From an optimization exercise on the open Yosys and OpenROAD flow, aimed at small area; shortcuts taken in it are not production practice.
Function was checked by simulation only, so behaviour that the tests miss may differ from the original.
No activity file was given, so power comes from the tool's default toggle rates.

## main
==> module cs_adder, before the edit <==
module cs_adder #(
    parameter int W = 25,
    parameter int L = 13
) (
    input  wire  [W-1:0] x,
    input  wire  [W-1:0] y,
    output logic [W-1:0] s
);
  localparam int H = W - L;
  logic [L:0] cl;
  logic [H:0] ch;
  logic [H-1:0] h;
  logic [H:0] q;   
  assign cl[0] = 1'b0;
  for (genvar i = 0; i < L; i++) begin : g_lo
    assign s[i] = x[i] ^ y[i] ^ cl[i];
    assign cl[i+1] = (x[i] & y[i]) | (x[i] & cl[i]) | (y[i] & cl[i]);
  end
  assign ch[0] = 1'b0;
  assign q[0] = 1'b1;
  for (genvar i = 0; i < H; i++) begin : g_hi
    assign h[i] = x[L+i] ^ y[L+i] ^ ch[i];
    assign ch[i+1] = (x[L+i] & y[L+i]) | (x[L+i] & ch[i]) | (y[L+i] & ch[i]);
    assign q[i+1] = q[i] & h[i];
    assign s[L+i] = h[i] ^ (cl[L] & q[i]);
  end
endmodule
==> flow/config.mk <==
export PLATFORM = sky130hd
export DESIGN_NAME = beamformer
export DESIGN_NICKNAME = beamformer
export VERILOG_FILES = /design/flow/design.v
export SDC_FILE = /design/flow/constraint.sdc
export NUM_CORES = 4
export LEC_CHECK = 0
export CAP_MARGIN = 20
export CORE_MARGIN = 2
export CORE_UTILIZATION = 55
export PLACE_DENSITY = 0.65
export SLEW_MARGIN = 20
export SYNTH_MEMORY_MAX_BITS = 16384
==> flow/constraint.sdc <==
create_clock -name core_clock -period 10.0 [get_ports {clk_in}]
set_input_delay 2.0000 -clock core_clock [delete_from_list [all_inputs] [get_ports {clk_in}]]
set_output_delay 2.0000 -clock core_clock [all_outputs]
set_load 0.01 [all_outputs]
standard.sh (not shown) runs the stock make flow with config.mk's settings and CLKGATE_MAP_FILE= SYNTH_SCRIPT=/design/flow/synth_recipe.tcl, a recipe that flattens the netlist after the stock synthesis.
==> flow/flow/run.sh <==
#!/bin/bash
# The standard layout (standard.sh: the standard flow's synthesis, floorplan, placement, routing), with
# a sparser clock tree: clusters of up to 16 flip-flops per clkbuf_8, no dummy loads, and
# single-size port buffers. The make output goes to flow_make.log; each ORFS step writes its
# own log under orfs/logs/.
set -euo pipefail
cd "$(dirname "${BASH_SOURCE[0]}")/.."
bash standard.sh \
  "CTS_ARGS=-sink_clustering_enable -repair_clock_nets -dont_use_dummy_load -buf_list {sky130_fd_sc_hd__clkbuf_8} -sink_clustering_size 16 -sink_clustering_max_diameter 50" \
  "BUFFER_PORTS_ARGS=-buffer_cell sky130_fd_sc_hd__buf_1" \
  finish > flow_make.log 2>&1
--- input diff main..the feature branch ---
--- a/flow/design.v
+++ b/flow/design.v
@@ -350,22 +350,22 @@
     output logic [W-1:0] s
 );
   localparam int H = W - L;
   logic [L:0] cl;
-  logic [H:0] ch;
-  logic [H-1:0] h;
-  logic [H:0] q;   
+  logic [H:0] c0, c1;
+  logic [H-1:0] h0, h1;
   assign cl[0] = 1'b0;
   for (genvar i = 0; i < L; i++) begin : g_lo
     assign s[i] = x[i] ^ y[i] ^ cl[i];
     assign cl[i+1] = (x[i] & y[i]) | (x[i] & cl[i]) | (y[i] & cl[i]);
   end
-  assign ch[0] = 1'b0;
-  assign q[0] = 1'b1;
+  assign c0[0] = 1'b0;
+  assign c1[0] = 1'b1;
   for (genvar i = 0; i < H; i++) begin : g_hi
-    assign h[i] = x[L+i] ^ y[L+i] ^ ch[i];
-    assign ch[i+1] = (x[L+i] & y[L+i]) | (x[L+i] & ch[i]) | (y[L+i] & ch[i]);
-    assign q[i+1] = q[i] & h[i];
-    assign s[L+i] = h[i] ^ (cl[L] & q[i]);
+    assign h0[i] = x[L+i] ^ y[L+i] ^ c0[i];
+    assign c0[i+1] = (x[L+i] & y[L+i]) | (x[L+i] & c0[i]) | (y[L+i] & c0[i]);
+    assign h1[i] = x[L+i] ^ y[L+i] ^ c1[i];
+    assign c1[i+1] = (x[L+i] & y[L+i]) | (x[L+i] & c1[i]) | (y[L+i] & c1[i]);
   end
+  assign s[W-1:L] = cl[L] ? h1 : h0;
 endmodule
 `default_nettype wire
Findings:
The feature branch: full flow OK, the timing, design-rule and antenna checks passed
On post-route worst setup slack, the feature branch does worse than main.
Cmp the feature branch vs main: non-clock buffer count higher in the feature branch
Delta (the feature branch minus main): setup slack after placement now smaller; fraction of power consumed by sequential logic now smaller; critical path buffer and inverter count comparable; synthesis-to-layout area growth now larger.

==> static timing again, ports no longer ideal <==
How much do the figures lean on ideal ports? The routed layouts below were timed once more, with nothing changed but the port constraints.
Step 1 assumes that a clkbuf_16 drives the clock port and a buf_2 every other input.
Step 2 also shifts input and output timing later by t, the mid clock arrival at the registers, as if the neighbouring blocks saw the same clock.
Three values: no drivers, after step 1, after step 2; two values: the first two.
| run | shift t [ns] | slack for setup (ns) | hold slack, ns | worst register clock-pin slew, ns | worst slew at a driven data input, ns |
|---|---|---|---|---|---|
| main | 0.975 | 0.248 / 0.307 / -0.668 | 0.279 / 0.279 / 0.279 | 0.10 / 0.10 | 0.18 |
| the feature branch | 0.960 | 0.158 / 0.211 / -0.748 | 0.227 / 0.227 / 0.227 | 0.10 / 0.10 | 0.25 |
With both steps, setup timing fails in main and the feature branch, where it was met with ideal ports. For main, which loses most, drivers alone change the setup slack by +0.059 ns; drivers and shift together by -0.916 ns.
